Source: an optimization exercise on an open RTL-to-GDS flow (aim: small area). Production flows keep margins and buffers that such runs may drop. The RTL of this run was laid out without a check of its function. Power and IR drop assume default switching activity.

$ cat flow/flow/run.sh
#!/bin/bash
# Layout flow: the standard ORFS flow (standard.sh), with
#  - the AOI21, AOI22 and AOI21B gates that synthesis sized to drive strength 2 set back to
#    the smallest drive strength (same function; timing repair may upsize them again),
#  - the port buffers made from the smallest buffer cell (buf_1) instead of
#    the default delay buffer, and
#  - clock tree synthesis with small clusters of clkbuf_4 and no dummy loads.
# Each tool's full output is in the ORFS logs under orfs/logs/; the make
# output is in synth.log and standard.log.
set -euo pipefail
export BUFFER_PORTS_ARGS="-buffer_cell sky130_fd_sc_hd__buf_1"
export CTS_ARGS="-sink_clustering_enable -repair_clock_nets -dont_use_dummy_load -sink_clustering_size 10 -sink_clustering_max_diameter 60 -buf_list {sky130_fd_sc_hd__clkbuf_4}"
RES=orfs/results/sky130hd/systolic_array/base
bash standard.sh synth > synth.log 2>&1
sed -i -e "s/sky130_fd_sc_hd__a21oi_2 /sky130_fd_sc_hd__a21oi_1 /" -e "s/sky130_fd_sc_hd__a22oi_2 /sky130_fd_sc_hd__a22oi_1 /" -e "s/sky130_fd_sc_hd__a21boi_2 /sky130_fd_sc_hd__a21boi_0 /" $RES/1_2_yosys.v
rm -f $RES/1_synth.odb $RES/1_synth.sdc
bash standard.sh > standard.log 2>&1
$ cat flow/standard.sh
#!/bin/bash
# synth_recipe.tcl (not shown) runs the flow's synth.tcl, then flattens the netlist and writes it again
# the make line also repeats each setting of config.mk as NAME=value (left out here)
make -C /OpenROAD-flow-scripts/flow DESIGN_CONFIG=/design/flow/config.mk WORK_HOME=/design/flow/orfs CLKGATE_MAP_FILE= SYNTH_SCRIPT=/design/flow/synth_recipe.tcl "${@:-finish}"
$ cat flow/design.v
module pe_first (
    input clk,
    input rst,
    input [7:0] a_in,
    input [7:0] b_in,
    output reg [15:0] accum_out
);
  wire n1;
  wire ntwo3;
  wire ny0_0_5;
  wire ny0_1_7;
  wire ny0_2_9;
  wire ny0_3_11;
  wire ny0_4_13;
  wire ny0_5_15;
  wire ny0_6_17;
  wire ny0_7_19;
  wire n21;
  wire p0_0_23;
  wire p0_1_25;
  wire p0_2_27;
  wire p0_3_29;
  wire p0_4_31;
  wire p0_5_33;
  wire p0_6_35;
  wire p0_7_37;
  wire p0_8_39;
  wire none41;
  wire neq43;
  wire ntwo45;
  wire negc47;
  wire ny1_0_49;
  wire ny1_1_51;
  wire ny1_2_53;
  wire ny1_3_55;
  wire ny1_4_57;
  wire ny1_5_59;
  wire ny1_6_61;
  wire ny1_7_63;
  wire n65;
  wire p1_0_67;
  wire p1_1_69;
  wire p1_2_71;
  wire p1_3_73;
  wire p1_4_75;
  wire p1_5_77;
  wire p1_6_79;
  wire p1_7_81;
  wire p1_8_83;
  wire none85;
  wire neq87;
  wire ntwo89;
  wire negc91;
  wire ny2_0_93;
  wire ny2_1_95;
  wire ny2_2_97;
  wire ny2_3_99;
  wire ny2_4_101;
  wire ny2_5_103;
  wire ny2_6_105;
  wire ny2_7_107;
  wire n109;
  wire p2_0_111;
  wire p2_1_113;
  wire p2_2_115;
  wire p2_3_117;
  wire p2_4_119;
  wire p2_5_121;
  wire p2_6_123;
  wire p2_7_125;
  wire p2_8_127;
  wire none129;
  wire neq131;
  wire ntwo133;
  wire negc135;
  wire ny3_0_137;
  wire ny3_1_139;
  wire ny3_2_141;
  wire ny3_3_143;
  wire ny3_4_145;
  wire ny3_5_147;
  wire ny3_6_149;
  wire ny3_7_151;
  wire n153;
  wire p3_0_155;
  wire p3_1_157;
  wire p3_2_159;
  wire p3_3_161;
  wire p3_4_163;
  wire p3_5_165;
  wire p3_6_167;
  wire p3_7_169;
  wire p3_8_171;
  wire s173;
  wire c174;
  wire s176;
  wire c177;
  wire s179;
  wire c180;
  wire s182;
  wire c183;
  wire s185;
  wire c186;
  wire s188;
  wire c189;
  wire s191;
  wire c192;
  wire s194;
  wire c195;
  wire s197;
  wire c198;
  wire s200;
  wire c201;
  wire s203;
  wire c204;
  wire s206;
  wire k207;
  wire s210;
  wire c211;
  wire s213;
  wire c214;
  wire s216;
  wire c217;
  wire s219;
  wire k220;
  wire pn221;
  wire gn222;
  wire s227;
  wire c228;
  wire s230;
  wire c231;
  wire s233;
  wire c234;
  wire s236;
  wire k237;
  wire s240;
  wire c241;
  wire s243;
  wire c244;
  wire s246;
  wire c247;
  wire s250;
  wire k251;
  wire pn252;
  wire gn253;
  wire s258;
  wire c259;
  wire s261;
  wire c262;
  wire s264;
  wire c265;
  wire s268;
  wire k269;
  wire s272;
  wire c273;
  wire s275;
  wire c276;
  wire s278;
  wire k279;
  wire pn280;
  wire gn281;
  wire s286;
  wire c287;
  wire s289;
  wire c290;
  wire s293;
  wire k294;
  wire s297;
  wire c298;
  wire s300;
  wire k301;
  wire pn302;
  wire gn303;
  wire s308;
  wire c309;
  wire s312;
  wire k313;
  wire s316;
  wire k317;
  wire pn318;
  wire gn319;
  wire x324;
  c_inv g2 (.a(b_in[0]), .y(n1));
  c_nand2 g4 (.a(b_in[1]), .b(n1), .y(ntwo3));
  c_xnor2 g6 (.a(a_in[0]), .b(b_in[1]), .y(ny0_0_5));
  c_xnor2 g8 (.a(a_in[1]), .b(b_in[1]), .y(ny0_1_7));
  c_xnor2 g10 (.a(a_in[2]), .b(b_in[1]), .y(ny0_2_9));
  c_xnor2 g12 (.a(a_in[3]), .b(b_in[1]), .y(ny0_3_11));
  c_xnor2 g14 (.a(a_in[4]), .b(b_in[1]), .y(ny0_4_13));
  c_xnor2 g16 (.a(a_in[5]), .b(b_in[1]), .y(ny0_5_15));
  c_xnor2 g18 (.a(a_in[6]), .b(b_in[1]), .y(ny0_6_17));
  c_xnor2 g20 (.a(a_in[7]), .b(b_in[1]), .y(ny0_7_19));
  c_inv g22 (.a(b_in[1]), .y(n21));
  c_o22ai g24 (.a1(n1), .a2(ny0_0_5), .b1(ntwo3), .b2(n21), .y(p0_0_23));
  c_o22ai g26 (.a1(n1), .a2(ny0_1_7), .b1(ntwo3), .b2(ny0_0_5), .y(p0_1_25));
  c_o22ai g28 (.a1(n1), .a2(ny0_2_9), .b1(ntwo3), .b2(ny0_1_7), .y(p0_2_27));
  c_o22ai g30 (.a1(n1), .a2(ny0_3_11), .b1(ntwo3), .b2(ny0_2_9), .y(p0_3_29));
  c_o22ai g32 (.a1(n1), .a2(ny0_4_13), .b1(ntwo3), .b2(ny0_3_11), .y(p0_4_31));
  c_o22ai g34 (.a1(n1), .a2(ny0_5_15), .b1(ntwo3), .b2(ny0_4_13), .y(p0_5_33));
  c_o22ai g36 (.a1(n1), .a2(ny0_6_17), .b1(ntwo3), .b2(ny0_5_15), .y(p0_6_35));
  c_o22ai g38 (.a1(n1), .a2(ny0_7_19), .b1(ntwo3), .b2(ny0_6_17), .y(p0_7_37));
  c_a21o g40 (.a1(n1), .a2(ntwo3), .b1(ny0_7_19), .x(p0_8_39));
  c_xnor2 g42 (.a(b_in[2]), .b(b_in[1]), .y(none41));
  c_xor2 g44 (.a(b_in[3]), .b(b_in[2]), .y(neq43));
  c_nand2 g46 (.a(none41), .b(neq43), .y(ntwo45));
  c_a21boi g48 (.a1(b_in[2]), .a2(b_in[1]), .b1_n(b_in[3]), .y(negc47));
  c_xnor2 g50 (.a(a_in[0]), .b(b_in[3]), .y(ny1_0_49));
  c_xnor2 g52 (.a(a_in[1]), .b(b_in[3]), .y(ny1_1_51));
  c_xnor2 g54 (.a(a_in[2]), .b(b_in[3]), .y(ny1_2_53));
  c_xnor2 g56 (.a(a_in[3]), .b(b_in[3]), .y(ny1_3_55));
  c_xnor2 g58 (.a(a_in[4]), .b(b_in[3]), .y(ny1_4_57));
  c_xnor2 g60 (.a(a_in[5]), .b(b_in[3]), .y(ny1_5_59));
  c_xnor2 g62 (.a(a_in[6]), .b(b_in[3]), .y(ny1_6_61));
  c_xnor2 g64 (.a(a_in[7]), .b(b_in[3]), .y(ny1_7_63));
  c_inv g66 (.a(b_in[3]), .y(n65));
  c_o22ai g68 (.a1(none41), .a2(ny1_0_49), .b1(ntwo45), .b2(n65), .y(p1_0_67));
  c_o22ai g70 (.a1(none41), .a2(ny1_1_51), .b1(ntwo45), .b2(ny1_0_49), .y(p1_1_69));
  c_o22ai g72 (.a1(none41), .a2(ny1_2_53), .b1(ntwo45), .b2(ny1_1_51), .y(p1_2_71));
  c_o22ai g74 (.a1(none41), .a2(ny1_3_55), .b1(ntwo45), .b2(ny1_2_53), .y(p1_3_73));
  c_o22ai g76 (.a1(none41), .a2(ny1_4_57), .b1(ntwo45), .b2(ny1_3_55), .y(p1_4_75));
  c_o22ai g78 (.a1(none41), .a2(ny1_5_59), .b1(ntwo45), .b2(ny1_4_57), .y(p1_5_77));
  c_o22ai g80 (.a1(none41), .a2(ny1_6_61), .b1(ntwo45), .b2(ny1_5_59), .y(p1_6_79));
  c_o22ai g82 (.a1(none41), .a2(ny1_7_63), .b1(ntwo45), .b2(ny1_6_61), .y(p1_7_81));
  c_a21o g84 (.a1(none41), .a2(ntwo45), .b1(ny1_7_63), .x(p1_8_83));
  c_xnor2 g86 (.a(b_in[4]), .b(b_in[3]), .y(none85));
  c_xor2 g88 (.a(b_in[5]), .b(b_in[4]), .y(neq87));
  c_nand2 g90 (.a(none85), .b(neq87), .y(ntwo89));
  c_a21boi g92 (.a1(b_in[4]), .a2(b_in[3]), .b1_n(b_in[5]), .y(negc91));
  c_xnor2 g94 (.a(a_in[0]), .b(b_in[5]), .y(ny2_0_93));
  c_xnor2 g96 (.a(a_in[1]), .b(b_in[5]), .y(ny2_1_95));
  c_xnor2 g98 (.a(a_in[2]), .b(b_in[5]), .y(ny2_2_97));
  c_xnor2 g100 (.a(a_in[3]), .b(b_in[5]), .y(ny2_3_99));
  c_xnor2 g102 (.a(a_in[4]), .b(b_in[5]), .y(ny2_4_101));
  c_xnor2 g104 (.a(a_in[5]), .b(b_in[5]), .y(ny2_5_103));
  c_xnor2 g106 (.a(a_in[6]), .b(b_in[5]), .y(ny2_6_105));
  c_xnor2 g108 (.a(a_in[7]), .b(b_in[5]), .y(ny2_7_107));
  c_inv g110 (.a(b_in[5]), .y(n109));
  c_o22ai g112 (.a1(none85), .a2(ny2_0_93), .b1(ntwo89), .b2(n109), .y(p2_0_111));
  c_o22ai g114 (.a1(none85), .a2(ny2_1_95), .b1(ntwo89), .b2(ny2_0_93), .y(p2_1_113));
  c_o22ai g116 (.a1(none85), .a2(ny2_2_97), .b1(ntwo89), .b2(ny2_1_95), .y(p2_2_115));
  c_o22ai g118 (.a1(none85), .a2(ny2_3_99), .b1(ntwo89), .b2(ny2_2_97), .y(p2_3_117));
  c_o22ai g120 (.a1(none85), .a2(ny2_4_101), .b1(ntwo89), .b2(ny2_3_99), .y(p2_4_119));
  c_o22ai g122 (.a1(none85), .a2(ny2_5_103), .b1(ntwo89), .b2(ny2_4_101), .y(p2_5_121));
  c_o22ai g124 (.a1(none85), .a2(ny2_6_105), .b1(ntwo89), .b2(ny2_5_103), .y(p2_6_123));
  c_o22ai g126 (.a1(none85), .a2(ny2_7_107), .b1(ntwo89), .b2(ny2_6_105), .y(p2_7_125));
  c_a21o g128 (.a1(none85), .a2(ntwo89), .b1(ny2_7_107), .x(p2_8_127));
  c_xnor2 g130 (.a(b_in[6]), .b(b_in[5]), .y(none129));
  c_xor2 g132 (.a(b_in[7]), .b(b_in[6]), .y(neq131));
  c_nand2 g134 (.a(none129), .b(neq131), .y(ntwo133));
  c_a21boi g136 (.a1(b_in[6]), .a2(b_in[5]), .b1_n(b_in[7]), .y(negc135));
  c_xnor2 g138 (.a(a_in[0]), .b(b_in[7]), .y(ny3_0_137));
  c_xnor2 g140 (.a(a_in[1]), .b(b_in[7]), .y(ny3_1_139));
  c_xnor2 g142 (.a(a_in[2]), .b(b_in[7]), .y(ny3_2_141));
  c_xnor2 g144 (.a(a_in[3]), .b(b_in[7]), .y(ny3_3_143));
  c_xnor2 g146 (.a(a_in[4]), .b(b_in[7]), .y(ny3_4_145));
  c_xnor2 g148 (.a(a_in[5]), .b(b_in[7]), .y(ny3_5_147));
  c_xnor2 g150 (.a(a_in[6]), .b(b_in[7]), .y(ny3_6_149));
  c_xnor2 g152 (.a(a_in[7]), .b(b_in[7]), .y(ny3_7_151));
  c_inv g154 (.a(b_in[7]), .y(n153));
  c_o22ai g156 (.a1(none129), .a2(ny3_0_137), .b1(ntwo133), .b2(n153), .y(p3_0_155));
  c_o22ai g158 (.a1(none129), .a2(ny3_1_139), .b1(ntwo133), .b2(ny3_0_137), .y(p3_1_157));
  c_o22ai g160 (.a1(none129), .a2(ny3_2_141), .b1(ntwo133), .b2(ny3_1_139), .y(p3_2_159));
  c_o22ai g162 (.a1(none129), .a2(ny3_3_143), .b1(ntwo133), .b2(ny3_2_141), .y(p3_3_161));
  c_o22ai g164 (.a1(none129), .a2(ny3_4_145), .b1(ntwo133), .b2(ny3_3_143), .y(p3_4_163));
  c_o22ai g166 (.a1(none129), .a2(ny3_5_147), .b1(ntwo133), .b2(ny3_4_145), .y(p3_5_165));
  c_o22ai g168 (.a1(none129), .a2(ny3_6_149), .b1(ntwo133), .b2(ny3_5_147), .y(p3_6_167));
  c_o22ai g170 (.a1(none129), .a2(ny3_7_151), .b1(ntwo133), .b2(ny3_6_149), .y(p3_7_169));
  c_a21o g172 (.a1(none129), .a2(ntwo133), .b1(ny3_7_151), .x(p3_8_171));
  c_ha g175 (.a(b_in[1]), .b(p0_0_23), .s(s173), .c(c174));
  c_ha g178 (.a(p0_1_25), .b(c174), .s(s176), .c(c177));
  c_fa g181 (.a(negc47), .b(p0_2_27), .ci(p1_0_67), .s(s179), .c(c180));
  c_ha g184 (.a(c177), .b(s179), .s(s182), .c(c183));
  c_fa g187 (.a(p0_3_29), .b(p1_1_69), .ci(c180), .s(s185), .c(c186));
  c_ha g190 (.a(c183), .b(s185), .s(s188), .c(c189));
  c_fa g193 (.a(negc91), .b(p0_4_31), .ci(p1_2_71), .s(s191), .c(c192));
  c_fa g196 (.a(p2_0_111), .b(s191), .ci(c186), .s(s194), .c(c195));
  c_ha g199 (.a(c189), .b(s194), .s(s197), .c(c198));
  c_fa g202 (.a(p0_5_33), .b(p1_3_73), .ci(p2_1_113), .s(s200), .c(c201));
  c_fa g205 (.a(c192), .b(s200), .ci(c195), .s(s203), .c(c204));
  c_xor2 g208 (.a(s203), .b(c198), .y(s206));
  c_nand2 g209 (.a(s203), .b(c198), .y(k207));
  c_ha g212 (.a(negc135), .b(p0_6_35), .s(s210), .c(c211));
  c_fa g215 (.a(p1_4_75), .b(p2_2_115), .ci(p3_0_155), .s(s213), .c(c214));
  c_fa g218 (.a(s210), .b(c201), .ci(s213), .s(s216), .c(c217));
  c_xnor2 g223 (.a(s216), .b(c204), .y(pn221));
  c_nand2 g224 (.a(s216), .b(c204), .y(gn222));
  c_xor2 g225 (.a(pn221), .b(k207), .y(s219));
  c_o21ai g226 (.a1(pn221), .a2(k207), .b1(gn222), .y(k220));
  c_fa g229 (.a(p0_7_37), .b(c211), .ci(p1_5_77), .s(s227), .c(c228));
  c_fa g232 (.a(p2_3_117), .b(p3_1_157), .ci(c214), .s(s230), .c(c231));
  c_fa g235 (.a(s227), .b(c217), .ci(s230), .s(s233), .c(c234));
  c_xor2 g238 (.a(s233), .b(k220), .y(s236));
  c_nand2 g239 (.a(s233), .b(k220), .y(k237));
  c_fa g242 (.a(p0_8_39), .b(p1_6_79), .ci(p2_4_119), .s(s240), .c(c241));
  c_fa g245 (.a(p3_2_159), .b(c228), .ci(s240), .s(s243), .c(c244));
  c_xnor2 g248 (.a(c231), .b(s243), .y(s246));
  c_or2 g249 (.a(c231), .b(s243), .y(c247));
  c_xnor2 g254 (.a(s246), .b(c234), .y(pn252));
  c_nand2 g255 (.a(s246), .b(c234), .y(gn253));
  c_xor2 g256 (.a(pn252), .b(k237), .y(s250));
  c_o21ai g257 (.a1(pn252), .a2(k237), .b1(gn253), .y(k251));
  c_fa g260 (.a(p1_7_81), .b(p2_5_121), .ci(p3_3_161), .s(s258), .c(c259));
  c_fa g263 (.a(c241), .b(s258), .ci(c244), .s(s261), .c(c262));
  c_xnor2 g266 (.a(c247), .b(s261), .y(s264));
  c_or2 g267 (.a(c247), .b(s261), .y(c265));
  c_xor2 g270 (.a(s264), .b(k251), .y(s268));
  c_nand2 g271 (.a(s264), .b(k251), .y(k269));
  c_fa g274 (.a(p1_8_83), .b(p2_6_123), .ci(p3_4_163), .s(s272), .c(c273));
  c_fa g277 (.a(c259), .b(s272), .ci(c262), .s(s275), .c(c276));
  c_xnor2 g282 (.a(c265), .b(s275), .y(pn280));
  c_nand2 g283 (.a(c265), .b(s275), .y(gn281));
  c_xor2 g284 (.a(pn280), .b(k269), .y(s278));
  c_o21ai g285 (.a1(pn280), .a2(k269), .b1(gn281), .y(k279));
  c_fa g288 (.a(p2_7_125), .b(p3_5_165), .ci(c273), .s(s286), .c(c287));
  c_xnor2 g291 (.a(s286), .b(c276), .y(s289));
  c_or2 g292 (.a(s286), .b(c276), .y(c290));
  c_xor2 g295 (.a(s289), .b(k279), .y(s293));
  c_nand2 g296 (.a(s289), .b(k279), .y(k294));
  c_fa g299 (.a(p2_8_127), .b(p3_6_167), .ci(c287), .s(s297), .c(c298));
  c_xnor2 g304 (.a(s297), .b(c290), .y(pn302));
  c_nand2 g305 (.a(s297), .b(c290), .y(gn303));
  c_xor2 g306 (.a(pn302), .b(k294), .y(s300));
  c_o21ai g307 (.a1(pn302), .a2(k294), .b1(gn303), .y(k301));
  c_xnor2 g310 (.a(p3_7_169), .b(c298), .y(s308));
  c_or2 g311 (.a(p3_7_169), .b(c298), .y(c309));
  c_xor2 g314 (.a(s308), .b(k301), .y(s312));
  c_nand2 g315 (.a(s308), .b(k301), .y(k313));
  c_xnor2 g320 (.a(p3_8_171), .b(c309), .y(pn318));
  c_nand2 g321 (.a(p3_8_171), .b(c309), .y(gn319));
  c_xor2 g322 (.a(pn318), .b(k313), .y(s316));
  c_o21ai g323 (.a1(pn318), .a2(k313), .b1(gn319), .y(k317));
  c_inv g325 (.a(k317), .y(x324));
  wire [15:0] sum = {x324, s316, s312, s300, s293, s278, s268, s250, s236, s219, s206, s197, s188, s182, s176, s173};
  always @(posedge clk or posedge rst) begin
    if (rst)
      accum_out <= 16'd0;
    else
      accum_out <= sum;
  end
endmodule
module pe_acc (
    input clk,
    input rst,
    input [7:0] a_in,
    input [7:0] b_in,
    input [15:0] accum_in,
    output reg [15:0] accum_out
);
  wire n1;
  wire ntwo3;
  wire ny0_0_5;
  wire ny0_1_7;
  wire ny0_2_9;
  wire ny0_3_11;
  wire ny0_4_13;
  wire ny0_5_15;
  wire ny0_6_17;
  wire ny0_7_19;
  wire n21;
  wire p0_0_23;
  wire p0_1_25;
  wire p0_2_27;
  wire p0_3_29;
  wire p0_4_31;
  wire p0_5_33;
  wire p0_6_35;
  wire p0_7_37;
  wire p0_8_39;
  wire none41;
  wire neq43;
  wire ntwo45;
  wire negc47;
  wire ny1_0_49;
  wire ny1_1_51;
  wire ny1_2_53;
  wire ny1_3_55;
  wire ny1_4_57;
  wire ny1_5_59;
  wire ny1_6_61;
  wire ny1_7_63;
  wire n65;
  wire p1_0_67;
  wire p1_1_69;
  wire p1_2_71;
  wire p1_3_73;
  wire p1_4_75;
  wire p1_5_77;
  wire p1_6_79;
  wire p1_7_81;
  wire p1_8_83;
  wire none85;
  wire neq87;
  wire ntwo89;
  wire negc91;
  wire ny2_0_93;
  wire ny2_1_95;
  wire ny2_2_97;
  wire ny2_3_99;
  wire ny2_4_101;
  wire ny2_5_103;
  wire ny2_6_105;
  wire ny2_7_107;
  wire n109;
  wire p2_0_111;
  wire p2_1_113;
  wire p2_2_115;
  wire p2_3_117;
  wire p2_4_119;
  wire p2_5_121;
  wire p2_6_123;
  wire p2_7_125;
  wire p2_8_127;
  wire none129;
  wire neq131;
  wire ntwo133;
  wire negc135;
  wire ny3_0_137;
  wire ny3_1_139;
  wire ny3_2_141;
  wire ny3_3_143;
  wire ny3_4_145;
  wire ny3_5_147;
  wire ny3_6_149;
  wire ny3_7_151;
  wire n153;
  wire p3_0_155;
  wire p3_1_157;
  wire p3_2_159;
  wire p3_3_161;
  wire p3_4_163;
  wire p3_5_165;
  wire p3_6_167;
  wire p3_7_169;
  wire p3_8_171;
  wire s173;
  wire c174;
  wire s176;
  wire c177;
  wire s179;
  wire c180;
  wire s182;
  wire c183;
  wire s185;
  wire c186;
  wire s188;
  wire c189;
  wire s191;
  wire c192;
  wire s194;
  wire c195;
  wire s197;
  wire c198;
  wire s200;
  wire c201;
  wire s203;
  wire c204;
  wire s206;
  wire k207;
  wire p208;
  wire g209;
  wire s213;
  wire c214;
  wire s216;
  wire c217;
  wire s219;
  wire c220;
  wire s222;
  wire k223;
  wire pn224;
  wire gn225;
  wire s230;
  wire c231;
  wire s233;
  wire c234;
  wire s236;
  wire c237;
  wire s239;
  wire k240;
  wire p241;
  wire g242;
  wire s246;
  wire c247;
  wire s249;
  wire c250;
  wire s252;
  wire c253;
  wire s255;
  wire s257;
  wire k258;
  wire pn259;
  wire gn260;
  wire s265;
  wire c266;
  wire s268;
  wire c269;
  wire s271;
  wire c272;
  wire s274;
  wire c275;
  wire s278;
  wire k279;
  wire s282;
  wire c283;
  wire s285;
  wire c286;
  wire s288;
  wire c289;
  wire s291;
  wire k292;
  wire pn293;
  wire gn294;
  wire s299;
  wire c300;
  wire s302;
  wire c303;
  wire s305;
  wire c306;
  wire s309;
  wire k310;
  wire s313;
  wire c314;
  wire s316;
  wire c317;
  wire s319;
  wire k320;
  wire pn321;
  wire gn322;
  wire s327;
  wire c328;
  wire s330;
  wire c331;
  wire s334;
  wire k335;
  wire s338;
  wire c339;
  wire s341;
  wire k342;
  wire pn343;
  wire gn344;
  wire x349;
  wire x351;
  c_inv g2 (.a(b_in[0]), .y(n1));
  c_nand2 g4 (.a(b_in[1]), .b(n1), .y(ntwo3));
  c_xnor2 g6 (.a(a_in[0]), .b(b_in[1]), .y(ny0_0_5));
  c_xnor2 g8 (.a(a_in[1]), .b(b_in[1]), .y(ny0_1_7));
  c_xnor2 g10 (.a(a_in[2]), .b(b_in[1]), .y(ny0_2_9));
  c_xnor2 g12 (.a(a_in[3]), .b(b_in[1]), .y(ny0_3_11));
  c_xnor2 g14 (.a(a_in[4]), .b(b_in[1]), .y(ny0_4_13));
  c_xnor2 g16 (.a(a_in[5]), .b(b_in[1]), .y(ny0_5_15));
  c_xnor2 g18 (.a(a_in[6]), .b(b_in[1]), .y(ny0_6_17));
  c_xnor2 g20 (.a(a_in[7]), .b(b_in[1]), .y(ny0_7_19));
  c_inv g22 (.a(b_in[1]), .y(n21));
  c_o22ai g24 (.a1(n1), .a2(ny0_0_5), .b1(ntwo3), .b2(n21), .y(p0_0_23));
  c_o22ai g26 (.a1(n1), .a2(ny0_1_7), .b1(ntwo3), .b2(ny0_0_5), .y(p0_1_25));
  c_o22ai g28 (.a1(n1), .a2(ny0_2_9), .b1(ntwo3), .b2(ny0_1_7), .y(p0_2_27));
  c_o22ai g30 (.a1(n1), .a2(ny0_3_11), .b1(ntwo3), .b2(ny0_2_9), .y(p0_3_29));
  c_o22ai g32 (.a1(n1), .a2(ny0_4_13), .b1(ntwo3), .b2(ny0_3_11), .y(p0_4_31));
  c_o22ai g34 (.a1(n1), .a2(ny0_5_15), .b1(ntwo3), .b2(ny0_4_13), .y(p0_5_33));
  c_o22ai g36 (.a1(n1), .a2(ny0_6_17), .b1(ntwo3), .b2(ny0_5_15), .y(p0_6_35));
  c_o22ai g38 (.a1(n1), .a2(ny0_7_19), .b1(ntwo3), .b2(ny0_6_17), .y(p0_7_37));
  c_a21o g40 (.a1(n1), .a2(ntwo3), .b1(ny0_7_19), .x(p0_8_39));
  c_xnor2 g42 (.a(b_in[2]), .b(b_in[1]), .y(none41));
  c_xor2 g44 (.a(b_in[3]), .b(b_in[2]), .y(neq43));
  c_nand2 g46 (.a(none41), .b(neq43), .y(ntwo45));
  c_a21boi g48 (.a1(b_in[2]), .a2(b_in[1]), .b1_n(b_in[3]), .y(negc47));
  c_xnor2 g50 (.a(a_in[0]), .b(b_in[3]), .y(ny1_0_49));
  c_xnor2 g52 (.a(a_in[1]), .b(b_in[3]), .y(ny1_1_51));
  c_xnor2 g54 (.a(a_in[2]), .b(b_in[3]), .y(ny1_2_53));
  c_xnor2 g56 (.a(a_in[3]), .b(b_in[3]), .y(ny1_3_55));
  c_xnor2 g58 (.a(a_in[4]), .b(b_in[3]), .y(ny1_4_57));
  c_xnor2 g60 (.a(a_in[5]), .b(b_in[3]), .y(ny1_5_59));
  c_xnor2 g62 (.a(a_in[6]), .b(b_in[3]), .y(ny1_6_61));
  c_xnor2 g64 (.a(a_in[7]), .b(b_in[3]), .y(ny1_7_63));
  c_inv g66 (.a(b_in[3]), .y(n65));
  c_o22ai g68 (.a1(none41), .a2(ny1_0_49), .b1(ntwo45), .b2(n65), .y(p1_0_67));
  c_o22ai g70 (.a1(none41), .a2(ny1_1_51), .b1(ntwo45), .b2(ny1_0_49), .y(p1_1_69));
  c_o22ai g72 (.a1(none41), .a2(ny1_2_53), .b1(ntwo45), .b2(ny1_1_51), .y(p1_2_71));
  c_o22ai g74 (.a1(none41), .a2(ny1_3_55), .b1(ntwo45), .b2(ny1_2_53), .y(p1_3_73));
  c_o22ai g76 (.a1(none41), .a2(ny1_4_57), .b1(ntwo45), .b2(ny1_3_55), .y(p1_4_75));
  c_o22ai g78 (.a1(none41), .a2(ny1_5_59), .b1(ntwo45), .b2(ny1_4_57), .y(p1_5_77));
  c_o22ai g80 (.a1(none41), .a2(ny1_6_61), .b1(ntwo45), .b2(ny1_5_59), .y(p1_6_79));
  c_o22ai g82 (.a1(none41), .a2(ny1_7_63), .b1(ntwo45), .b2(ny1_6_61), .y(p1_7_81));
  c_a21o g84 (.a1(none41), .a2(ntwo45), .b1(ny1_7_63), .x(p1_8_83));
  c_xnor2 g86 (.a(b_in[4]), .b(b_in[3]), .y(none85));
  c_xor2 g88 (.a(b_in[5]), .b(b_in[4]), .y(neq87));
  c_nand2 g90 (.a(none85), .b(neq87), .y(ntwo89));
  c_a21boi g92 (.a1(b_in[4]), .a2(b_in[3]), .b1_n(b_in[5]), .y(negc91));
  c_xnor2 g94 (.a(a_in[0]), .b(b_in[5]), .y(ny2_0_93));
  c_xnor2 g96 (.a(a_in[1]), .b(b_in[5]), .y(ny2_1_95));
  c_xnor2 g98 (.a(a_in[2]), .b(b_in[5]), .y(ny2_2_97));
  c_xnor2 g100 (.a(a_in[3]), .b(b_in[5]), .y(ny2_3_99));
  c_xnor2 g102 (.a(a_in[4]), .b(b_in[5]), .y(ny2_4_101));
  c_xnor2 g104 (.a(a_in[5]), .b(b_in[5]), .y(ny2_5_103));
  c_xnor2 g106 (.a(a_in[6]), .b(b_in[5]), .y(ny2_6_105));
  c_xnor2 g108 (.a(a_in[7]), .b(b_in[5]), .y(ny2_7_107));
  c_inv g110 (.a(b_in[5]), .y(n109));
  c_o22ai g112 (.a1(none85), .a2(ny2_0_93), .b1(ntwo89), .b2(n109), .y(p2_0_111));
  c_o22ai g114 (.a1(none85), .a2(ny2_1_95), .b1(ntwo89), .b2(ny2_0_93), .y(p2_1_113));
  c_o22ai g116 (.a1(none85), .a2(ny2_2_97), .b1(ntwo89), .b2(ny2_1_95), .y(p2_2_115));
  c_o22ai g118 (.a1(none85), .a2(ny2_3_99), .b1(ntwo89), .b2(ny2_2_97), .y(p2_3_117));
  c_o22ai g120 (.a1(none85), .a2(ny2_4_101), .b1(ntwo89), .b2(ny2_3_99), .y(p2_4_119));
  c_o22ai g122 (.a1(none85), .a2(ny2_5_103), .b1(ntwo89), .b2(ny2_4_101), .y(p2_5_121));
  c_o22ai g124 (.a1(none85), .a2(ny2_6_105), .b1(ntwo89), .b2(ny2_5_103), .y(p2_6_123));
  c_o22ai g126 (.a1(none85), .a2(ny2_7_107), .b1(ntwo89), .b2(ny2_6_105), .y(p2_7_125));
  c_a21o g128 (.a1(none85), .a2(ntwo89), .b1(ny2_7_107), .x(p2_8_127));
  c_xnor2 g130 (.a(b_in[6]), .b(b_in[5]), .y(none129));
  c_xor2 g132 (.a(b_in[7]), .b(b_in[6]), .y(neq131));
  c_nand2 g134 (.a(none129), .b(neq131), .y(ntwo133));
  c_a21boi g136 (.a1(b_in[6]), .a2(b_in[5]), .b1_n(b_in[7]), .y(negc135));
  c_xnor2 g138 (.a(a_in[0]), .b(b_in[7]), .y(ny3_0_137));
  c_xnor2 g140 (.a(a_in[1]), .b(b_in[7]), .y(ny3_1_139));
  c_xnor2 g142 (.a(a_in[2]), .b(b_in[7]), .y(ny3_2_141));
  c_xnor2 g144 (.a(a_in[3]), .b(b_in[7]), .y(ny3_3_143));
  c_xnor2 g146 (.a(a_in[4]), .b(b_in[7]), .y(ny3_4_145));
  c_xnor2 g148 (.a(a_in[5]), .b(b_in[7]), .y(ny3_5_147));
  c_xnor2 g150 (.a(a_in[6]), .b(b_in[7]), .y(ny3_6_149));
  c_xnor2 g152 (.a(a_in[7]), .b(b_in[7]), .y(ny3_7_151));
  c_inv g154 (.a(b_in[7]), .y(n153));
  c_o22ai g156 (.a1(none129), .a2(ny3_0_137), .b1(ntwo133), .b2(n153), .y(p3_0_155));
  c_o22ai g158 (.a1(none129), .a2(ny3_1_139), .b1(ntwo133), .b2(ny3_0_137), .y(p3_1_157));
  c_o22ai g160 (.a1(none129), .a2(ny3_2_141), .b1(ntwo133), .b2(ny3_1_139), .y(p3_2_159));
  c_o22ai g162 (.a1(none129), .a2(ny3_3_143), .b1(ntwo133), .b2(ny3_2_141), .y(p3_3_161));
  c_o22ai g164 (.a1(none129), .a2(ny3_4_145), .b1(ntwo133), .b2(ny3_3_143), .y(p3_4_163));
  c_o22ai g166 (.a1(none129), .a2(ny3_5_147), .b1(ntwo133), .b2(ny3_4_145), .y(p3_5_165));
  c_o22ai g168 (.a1(none129), .a2(ny3_6_149), .b1(ntwo133), .b2(ny3_5_147), .y(p3_6_167));
  c_o22ai g170 (.a1(none129), .a2(ny3_7_151), .b1(ntwo133), .b2(ny3_6_149), .y(p3_7_169));
  c_a21o g172 (.a1(none129), .a2(ntwo133), .b1(ny3_7_151), .x(p3_8_171));
  c_fa g175 (.a(accum_in[0]), .b(b_in[1]), .ci(p0_0_23), .s(s173), .c(c174));
  c_fa g178 (.a(accum_in[1]), .b(p0_1_25), .ci(c174), .s(s176), .c(c177));
  c_fa g181 (.a(accum_in[2]), .b(negc47), .ci(p0_2_27), .s(s179), .c(c180));
  c_fa g184 (.a(p1_0_67), .b(s179), .ci(c177), .s(s182), .c(c183));
  c_fa g187 (.a(accum_in[3]), .b(p0_3_29), .ci(p1_1_69), .s(s185), .c(c186));
  c_fa g190 (.a(c180), .b(s185), .ci(c183), .s(s188), .c(c189));
  c_fa g193 (.a(accum_in[4]), .b(negc91), .ci(p0_4_31), .s(s191), .c(c192));
  c_fa g196 (.a(p1_2_71), .b(p2_0_111), .ci(s191), .s(s194), .c(c195));
  c_fa g199 (.a(c186), .b(s194), .ci(c189), .s(s197), .c(c198));
  c_fa g202 (.a(accum_in[5]), .b(p0_5_33), .ci(p1_3_73), .s(s200), .c(c201));
  c_fa g205 (.a(p2_1_113), .b(c192), .ci(s200), .s(s203), .c(c204));
  c_ha g210 (.a(c195), .b(s203), .s(p208), .c(g209));
  c_xor2 g211 (.a(p208), .b(c198), .y(s206));
  c_a21oi g212 (.a1(p208), .a2(c198), .b1(g209), .y(k207));
  c_fa g215 (.a(accum_in[6]), .b(negc135), .ci(p0_6_35), .s(s213), .c(c214));
  c_fa g218 (.a(p1_4_75), .b(p2_2_115), .ci(p3_0_155), .s(s216), .c(c217));
  c_fa g221 (.a(s213), .b(c201), .ci(s216), .s(s219), .c(c220));
  c_xnor2 g226 (.a(c204), .b(s219), .y(pn224));
  c_nand2 g227 (.a(c204), .b(s219), .y(gn225));
  c_xor2 g228 (.a(pn224), .b(k207), .y(s222));
  c_o21ai g229 (.a1(pn224), .a2(k207), .b1(gn225), .y(k223));
  c_fa g232 (.a(accum_in[7]), .b(p0_7_37), .ci(p1_5_77), .s(s230), .c(c231));
  c_fa g235 (.a(p2_3_117), .b(p3_1_157), .ci(c214), .s(s233), .c(c234));
  c_fa g238 (.a(c217), .b(s230), .ci(s233), .s(s236), .c(c237));
  c_ha g243 (.a(c220), .b(s236), .s(p241), .c(g242));
  c_xor2 g244 (.a(p241), .b(k223), .y(s239));
  c_a21oi g245 (.a1(p241), .a2(k223), .b1(g242), .y(k240));
  c_fa g248 (.a(accum_in[8]), .b(p0_8_39), .ci(p1_6_79), .s(s246), .c(c247));
  c_fa g251 (.a(p2_4_119), .b(p3_2_159), .ci(c231), .s(s249), .c(c250));
  c_fa g254 (.a(s246), .b(c234), .ci(s249), .s(s252), .c(c253));
  c_inv g256 (.a(s252), .y(s255));
  c_xnor2 g261 (.a(c237), .b(s255), .y(pn259));
  c_nand2 g262 (.a(c237), .b(s255), .y(gn260));
  c_xor2 g263 (.a(pn259), .b(k240), .y(s257));
  c_o21ai g264 (.a1(pn259), .a2(k240), .b1(gn260), .y(k258));
  c_fa g267 (.a(accum_in[9]), .b(p1_7_81), .ci(p2_5_121), .s(s265), .c(c266));
  c_fa g270 (.a(p3_3_161), .b(c247), .ci(s265), .s(s268), .c(c269));
  c_fa g273 (.a(c250), .b(s268), .ci(c253), .s(s271), .c(c272));
  c_xnor2 g276 (.a(s252), .b(s271), .y(s274));
  c_or2 g277 (.a(s252), .b(s271), .y(c275));
  c_xor2 g280 (.a(s274), .b(k258), .y(s278));
  c_nand2 g281 (.a(s274), .b(k258), .y(k279));
  c_fa g284 (.a(accum_in[10]), .b(p1_8_83), .ci(p2_6_123), .s(s282), .c(c283));
  c_fa g287 (.a(p3_4_163), .b(c266), .ci(s282), .s(s285), .c(c286));
  c_fa g290 (.a(c269), .b(s285), .ci(c272), .s(s288), .c(c289));
  c_xnor2 g295 (.a(c275), .b(s288), .y(pn293));
  c_nand2 g296 (.a(c275), .b(s288), .y(gn294));
  c_xor2 g297 (.a(pn293), .b(k279), .y(s291));
  c_o21ai g298 (.a1(pn293), .a2(k279), .b1(gn294), .y(k292));
  c_fa g301 (.a(accum_in[11]), .b(p2_7_125), .ci(p3_5_165), .s(s299), .c(c300));
  c_fa g304 (.a(c283), .b(s299), .ci(c286), .s(s302), .c(c303));
  c_xnor2 g307 (.a(s302), .b(c289), .y(s305));
  c_or2 g308 (.a(s302), .b(c289), .y(c306));
  c_xor2 g311 (.a(s305), .b(k292), .y(s309));
  c_nand2 g312 (.a(s305), .b(k292), .y(k310));
  c_fa g315 (.a(accum_in[12]), .b(p2_8_127), .ci(p3_6_167), .s(s313), .c(c314));
  c_fa g318 (.a(c300), .b(s313), .ci(c303), .s(s316), .c(c317));
  c_xnor2 g323 (.a(s316), .b(c306), .y(pn321));
  c_nand2 g324 (.a(s316), .b(c306), .y(gn322));
  c_xor2 g325 (.a(pn321), .b(k310), .y(s319));
  c_o21ai g326 (.a1(pn321), .a2(k310), .b1(gn322), .y(k320));
  c_fa g329 (.a(accum_in[13]), .b(p3_7_169), .ci(c314), .s(s327), .c(c328));
  c_xnor2 g332 (.a(s327), .b(c317), .y(s330));
  c_or2 g333 (.a(s327), .b(c317), .y(c331));
  c_xor2 g336 (.a(s330), .b(k320), .y(s334));
  c_nand2 g337 (.a(s330), .b(k320), .y(k335));
  c_fa g340 (.a(accum_in[14]), .b(p3_8_171), .ci(c328), .s(s338), .c(c339));
  c_xnor2 g345 (.a(s338), .b(c331), .y(pn343));
  c_nand2 g346 (.a(s338), .b(c331), .y(gn344));
  c_xor2 g347 (.a(pn343), .b(k335), .y(s341));
  c_o21ai g348 (.a1(pn343), .a2(k335), .b1(gn344), .y(k342));
  c_xnor2 g350 (.a(accum_in[15]), .b(c339), .y(x349));
  c_xor2 g352 (.a(x349), .b(k342), .y(x351));
  wire [15:0] sum = {x351, s341, s334, s319, s309, s291, s278, s257, s239, s222, s206, s197, s188, s182, s176, s173};
  always @(posedge clk or posedge rst) begin
    if (rst)
      accum_out <= 16'd0;
    else
      accum_out <= sum;
  end
endmodule
module c_inv (input a, output y);
  assign y = ~a;
endmodule
module c_and2 (input a, input b, output y);
  assign y = a & b;
endmodule
module c_nand2 (input a, input b, output y);
  assign y = ~(a & b);
endmodule
module c_nor2 (input a, input b, output y);
  assign y = ~(a | b);
endmodule
module c_or2 (input a, input b, output y);
  assign y = a | b;
endmodule
module c_xor2 (input a, input b, output y);
  assign y = a ^ b;
endmodule
module c_xnor2 (input a, input b, output y);
  assign y = ~(a ^ b);
endmodule
module c_a21oi (input a1, input a2, input b1, output y);
  assign y = ~((a1 & a2) | b1);
endmodule
module c_o21ai (input a1, input a2, input b1, output y);
  assign y = ~((a1 | a2) & b1);
endmodule
module c_a22oi (input a1, input a2, input b1, input b2, output y);
  assign y = ~((a1 & a2) | (b1 & b2));
endmodule
module c_o22ai (input a1, input a2, input b1, input b2, output y);
  assign y = ~((a1 | a2) & (b1 | b2));
endmodule
module c_a21o (input a1, input a2, input b1, output x);
  assign x = (a1 & a2) | b1;
endmodule
module c_a21boi (input a1, input a2, input b1_n, output y);
  assign y = ~((a1 & a2) | ~b1_n);
endmodule
module c_ha (input a, input b, output s, output c);
  assign s = a ^ b;
  assign c = a & b;
endmodule
module c_fa (input a, input b, input ci, output s, output c);
  assign s = a ^ b ^ ci;
  assign c = (a & b) | (a & ci) | (b & ci);
endmodule
module systolic_array #(parameter DATA_WIDTH = 8, SIZE = 4) (
    input clk,
    input rst,
    input [DATA_WIDTH*SIZE*SIZE-1:0] a_in,
    input [DATA_WIDTH*SIZE*SIZE-1:0] b_in,
    output [2*DATA_WIDTH*SIZE*SIZE-1:0] result
);
wire [2*DATA_WIDTH-1:0] accum [0:SIZE-1][0:SIZE-1];
generate
    genvar i, j;
    for (i = 0; i < SIZE; i = i + 1) begin : row
        for (j = 0; j < SIZE; j = j + 1) begin : col
            if (i == 0) begin : first
                pe_first pe (
                    .clk(clk), .rst(rst),
                    .a_in(a_in[(i * SIZE + j) * DATA_WIDTH +: DATA_WIDTH]),
                    .b_in(b_in[(i * SIZE + j) * DATA_WIDTH +: DATA_WIDTH]),
                    .accum_out(accum[i][j])
                );
            end else begin : rest
                pe_acc pe (
                    .clk(clk), .rst(rst),
                    .a_in(a_in[(i * SIZE + j) * DATA_WIDTH +: DATA_WIDTH]),
                    .b_in(b_in[(i * SIZE + j) * DATA_WIDTH +: DATA_WIDTH]),
                    .accum_in(accum[i-1][j]),
                    .accum_out(accum[i][j])
                );
            end
            assign result[(i * SIZE + j) * 2 * DATA_WIDTH +: 2 * DATA_WIDTH] = accum[i][j];
        end
    end
endgenerate
endmodule
$ cat flow/config.mk
export PLATFORM = sky130hd
export DESIGN_NAME = systolic_array
export DESIGN_NICKNAME = systolic_array
export VERILOG_FILES = /design/flow/design.v
export SDC_FILE = /design/flow/constraint.sdc
export NUM_CORES = 4
export LEC_CHECK = 0
export CAP_MARGIN = 20
export CORE_MARGIN = 2
export CORE_UTILIZATION = 40
export GPL_TIMING_DRIVEN = 0
export SLEW_MARGIN = 20
export SYNTH_HIERARCHICAL = 1
$ cat flow/constraint.sdc
create_clock -name core_clock -period 6.5 [get_ports {clk}]
set_input_delay 1.3000 -clock core_clock [delete_from_list [all_inputs] [get_ports {clk}]]
set_output_delay 1.3000 -clock core_clock [all_outputs]
set_load 0.01 [all_outputs]
==> summary.txt <==
# TYPE chip_impl_metric gauge
chip_impl_metric{name="setup_viol_count_final",unit=""} 0
chip_impl_metric{name="met3_usage",unit="%"} 2.90
chip_impl_metric{name="drt_first_iter_violations",unit=""} 1208
chip_impl_metric{name="ys_warn_count",unit=""} 9
chip_impl_metric{name="fraction_of_final_layout_cells_sized_beyond_drive_strength_1",unit="%"} 1.20
chip_impl_metric{name="io_buffers",unit=""} 513
chip_impl_metric{name="routed_wl",unit="µm"} 80800
chip_impl_metric{name="initial_utilization",unit="%"} 40.2
chip_impl_metric{name="globalRouteOverflowTotal",unit=""} 0
chip_impl_metric{name="cts-buffers-inserted",unit=""} 38
chip_impl_info{name="root_buffer",value="sky130_fd_sc_hd__clkbuf_4"} 1
chip_impl_info{name="crit_path_start",value="b_in[73]"} 1
chip_impl_metric{name="ys_types",unit=""} 13
chip_impl_metric{name="ys_ff_latch",unit=""} 256
chip_impl_metric{name="track_usage",unit="%"} 20.4
chip_impl_metric{name="cap_viol_max_count",unit=""} 0
chip_impl_metric{name="yosysSeqAreaShare",unit="%"} 20.9
chip_impl_metric{name="power_density",unit="nW/µm²"} 630
chip_impl_metric{name="top_level_i_o_count",unit=""} 514
chip_impl_metric{name="met1_global_route_usage",unit="%"} 28.4
chip_impl_metric{name="first_global_vias",unit=""} 22538
chip_impl_metric{name="chipWidth",unit="µm"} 280
chip_impl_metric{name="detail_route.first_pass.iterations",unit=""} 5
chip_impl_metric{name="floorplan.core_area",unit="µm²"} 75600
chip_impl_metric{name="largest_net_degree_at_the_start_of_global_routing",unit=""} 17
chip_impl_metric{name="final_core_util",unit="%"} 44.8
chip_impl_metric{name="routedWlPerCell",unit="µm"} 18.7
chip_impl_metric{name="postRouteAntennaNets",unit=""} 0
chip_impl_metric{name="use_met2",unit="%"} 32.2
chip_impl_metric{name="count_of_flip_flops_with_a_built_in_enable_after_synthesis",unit=""} 0
chip_impl_metric{name="worst-endpoint-arrival",unit="ps"} 6340
chip_impl_info{name="setup_repair_after_global_routing_missed_its_margin",value="no"} 1
chip_impl_metric{name="clk_path_buf_depth",unit=""} 3
chip_impl_metric{name="viasPerCell",unit=""} 5.18
chip_impl_metric{name="stdcell_count",unit=""} 4328
chip_impl_metric{name="critical_path_required",unit="ps"} 7130
chip_impl_info{name="netlist_top_cells_count",value="704 x sky130_fd_sc_hd__xnor2_1, 512 x sky130_fd_sc_hd__o22ai_1, 460 x sky130_fd_sc_hd__fa_1, 256 x sky130_fd_sc_hd__dfrtp_1, 220 x sky130_fd_sc_hd__xor2_1"} 1
chip_impl_metric{name="postSynth.asyncResetShare",unit="%"} 100
chip_impl_info{name="kind_of_launch_point_of_the_worst_setup_path",value="input pin"} 1
chip_impl_metric{name="fraction_of_the_cycle_the_final_worst_path_needs",unit="%"} 87.9
chip_impl_metric{name="power.leakage",unit="µW"} 0.0126
chip_impl_info{name="origin_of_the_critical_flop_to_flop_path",value="row[2].col[2].rest.pe.accum_out[0]"} 1
chip_impl_info{name="setup.worst_path.end_class",value="flop"} 1
chip_impl_info{name="dominantRegCellSynth",value="sky130_fd_sc_hd__dfrtp_1"} 1
chip_impl_metric{name="syn_area",unit="µm²"} 30400
chip_impl_info{name="worst_hold_startpoint",value="row[0].col[0].first.pe.accum_out[1]"} 1
chip_impl_metric{name="finalCriticalPeriod",unit="ps"} 5710
chip_impl_metric{name="worst_skew_pair.late_latency",unit="ps"} 730
chip_impl_metric{name="path_max_fanout",unit=""} 13
chip_impl_metric{name="first_pass_grt_wire_length",unit="µm"} 125000
chip_impl_info{name="netlist_top_cells_area",value="sky130_fd_sc_hd__fa_1 30%, sky130_fd_sc_hd__dfrtp_1 21%, sky130_fd_sc_hd__xnor2_1 20%"} 1
chip_impl_info{name="worst-setup-path-type",value="input pin to flop"} 1
chip_impl_metric{name="post-layout-total-power",unit="µW"} 21400
chip_impl_metric{name="worst_setup_hold_path_clk_slew",unit="ps"} 100
chip_impl_info{name="synthDominantAreaCellType",value="sky130_fd_sc_hd__fa_1"} 1
chip_impl_metric{name="fmax",unit="MHz"} 175
chip_impl_metric{name="drc_errors",unit=""} 0
chip_impl_metric{name="synth_top_area_share",unit="%"} 30.1
chip_impl_metric{name="vdd.ir_drop.worst",unit="µV"} 307
chip_impl_metric{name="chip_area_in_the_yosys_report",unit="µm²"} 30600
chip_impl_info{name="cts_tree",value="yes"} 1
chip_impl_metric{name="die_height",unit="µm"} 280
chip_impl_info{name="hp-class",value="flop to flop"} 1
chip_impl_metric{name="clock_tree.htree_level_count",unit=""} 2
chip_impl_metric{name="final_max_slew_viol_count",unit=""} 0
chip_impl_metric{name="final_nets",unit=""} 4100
chip_impl_metric{name="finalClockSkew",unit="ps"} 57.2
chip_impl_info{name="most_common_cell_in_the_netlist",value="sky130_fd_sc_hd__xnor2_1"} 1
chip_impl_metric{name="relSlewSlack",unit="%"} 34.5
chip_impl_metric{name="fp-row-count",unit=""} 101
chip_impl_metric{name="cts.repair_timing.setup_buffer_count",unit=""} 0
chip_impl_metric{name="syn_area_per_cell",unit="µm²"} 10.9
chip_impl_metric{name="fin_setup_tns",unit="ps"} 0
chip_impl_metric{name="clock_sinks",unit=""} 256
chip_impl_metric{name="final_hold_fails",unit=""} 0
chip_impl_metric{name="placed_cell_count",unit=""} 4272
chip_impl_metric{name="synthCells",unit=""} 2780
chip_impl_metric{name="post_cts_resized",unit=""} 0
chip_impl_metric{name="area_of_the_die",unit="µm²"} 78100
chip_impl_info{name="status",value="finished clean"} 1
chip_impl_metric{name="place_congestion",unit=""} 0.939
chip_impl_metric{name="synthToLayoutAreaGrowth",unit="%"} 11.6
chip_impl_metric{name="antenna_violations_before_repair",unit=""} 19
chip_impl_info{name="grt.busiest_layer",value="met2"} 1
chip_impl_metric{name="synth_nets",unit=""} 3546
chip_impl_metric{name="tightestPinTransition",unit="ps"} 976
chip_impl_metric{name="holdBufCountCts",unit=""} 0
chip_impl_metric{name="place_hpwl",unit="µm"} 69600
chip_impl_metric{name="via_count",unit=""} 22434
state kept, by name, indices dropped and copies added (netlist names):
| signal | count |
|---|---|
| row.col.first.pe.accum_out | 64 |
| row.col.rest.pe.accum_out | 192 |
worst max-delay path, stage by stage:
cell	delay, ps
sky130_fd_sc_hd__buf_1	330
sky130_fd_sc_hd__xnor2_1	870
sky130_fd_sc_hd__nand2_1	460
sky130_fd_sc_hd__o22ai_1	260
sky130_fd_sc_hd__fa_1	260
sky130_fd_sc_hd__fa_1	440
sky130_fd_sc_hd__fa_1	390
sky130_fd_sc_hd__fa_1	400
sky130_fd_sc_hd__fa_1	470
sky130_fd_sc_hd__xnor2_1	170
sky130_fd_sc_hd__o21ai_1	190
sky130_fd_sc_hd__nand2_1	110
sky130_fd_sc_hd__o21ai_1	210
sky130_fd_sc_hd__nand2_1	110
sky130_fd_sc_hd__o21ai_1	170
sky130_fd_sc_hd__xor2_1	190
modules after synthesis, one instance, submodules excluded, excerpt:
module    flip-flops and latches  copies in the design  cells  area (µm²)
pe_acc                        16                    12     17         404
pe_first                      16                     4     17         404
c_fa                           0                   460      1        20.0
c_ha                           0                    48      1        12.5
c_a21boi                       0                    48      1        11.3
c_xor2                         0                   220      1        8.76
c_a21oi                        0                    24      1        8.76
c_a21o                         0                    64      1        7.51
c_or2                          0                    52      1        6.26
c_o22ai                        0                   512      1        6.26
c_o21ai                        0                    80      1        5.00
c_inv                          0                    96      1        3.75
c_nand2                        0                   200      1        3.75
power breakdown:
part,switching [µW],internal [µW]
clock network,558,267
logic,9280,7510
registers,824,2920
cell type report:
type                       count  area [µm²]
inverter                     112         420
antenna                       18        45.0
tap                          978        1220
fill                        7370       41700
multi-input combinational   2412       23500
sequential                   256        6410
timing repair buffer         514        1950
clock buffer                  38         285
routing by layer:
metal	part of all wire (%)	wire (µm)
met4	3.8	3040
met1	46	37100
met2	46	36800
met5	0.052	42
met3	4.6	3720
through the flow:
step                hold WS (ps)  cell area (µm²)  setup slack (ps)
finish                       582            33900               789
global route                 610            33900               435
CTS                          582            33800               978
detailed placement           570            33500               162
global placement             563            33500               220
floorplan                    604            30400              1330
kinds of logic after synthesis:
group | share of synthesized area (%)
AO/OA/AOI/OAI | 15.8
XOR/XNOR | 26.4
adder cells (fa/ha/maj) | 32.0
buffers and inverters | 1.37
flip-flops | 20.9
AND/OR/NAND/NOR | 3.51
cell usage in the layout (no fill, tap or decap), types with 18 or more instances in the layout:
cell type	instances
sky130_fd_sc_hd__o21ai_1	80
sky130_fd_sc_hd__dfrtp_1	256
sky130_fd_sc_hd__ha_1	48
sky130_fd_sc_hd__a21oi_1	24
sky130_fd_sc_hd__a21o_1	64
sky130_fd_sc_hd__diode_2	18
sky130_fd_sc_hd__a21boi_0	48
sky130_fd_sc_hd__clkbuf_4	38
sky130_fd_sc_hd__xor2_1	220
sky130_fd_sc_hd__o22ai_1	512
sky130_fd_sc_hd__buf_1	512
sky130_fd_sc_hd__inv_1	112
sky130_fd_sc_hd__or2_1	52
sky130_fd_sc_hd__fa_1	460
sky130_fd_sc_hd__nand2_1	200
sky130_fd_sc_hd__xnor2_1	704
worst paths after layout:
path                                                        to  slack [ps]  depth (start not counted)
setup / recovery           row[2].col[1].rest.pe.accum_out[15]         790                         16
hold / removal              row[1].col[0].rest.pe.accum_out[1]         580                          1
setup reg to reg           row[3].col[2].rest.pe.accum_out[15]        2220                         16
hold reg to reg             row[1].col[0].rest.pe.accum_out[1]         580                          1
max in group asynchronous   row[1].col[1].rest.pe.accum_out[1]        5070                          3
min in group asynchronous  row[2].col[3].rest.pe.accum_out[11]         780                          2

-- re-timing with driven ports --
No port has a modelled driver above. Below, the same layout with a new extraction and two added sets of constraints.
Step 1 sets driving cells, clkbuf_16 on the clock port and buf_2 on the other inputs (assumed; they add their load-dependent delay and slew).
Step 2 also shifts input and output timing later by t, the mid clock arrival at the registers, as if the neighbouring blocks saw the same clock.
Slacks: ideal / step 1 / step 2; pairs: ideal / step 1.
t (ns): 0.764
setup slack, ns: 0.789 / 0.789 / 0.025
hold WS [ns]: 0.582 / 0.582 / 0.582
latest minus earliest clock arrival (ns): 0.069 / 0.068
slew at the worst register clock pin (ns): 0.11 / 0.11
After both steps this run still meets setup and hold. The setup slack of this run moves by 0.000 ns with the drivers and by -0.764 ns with both steps.
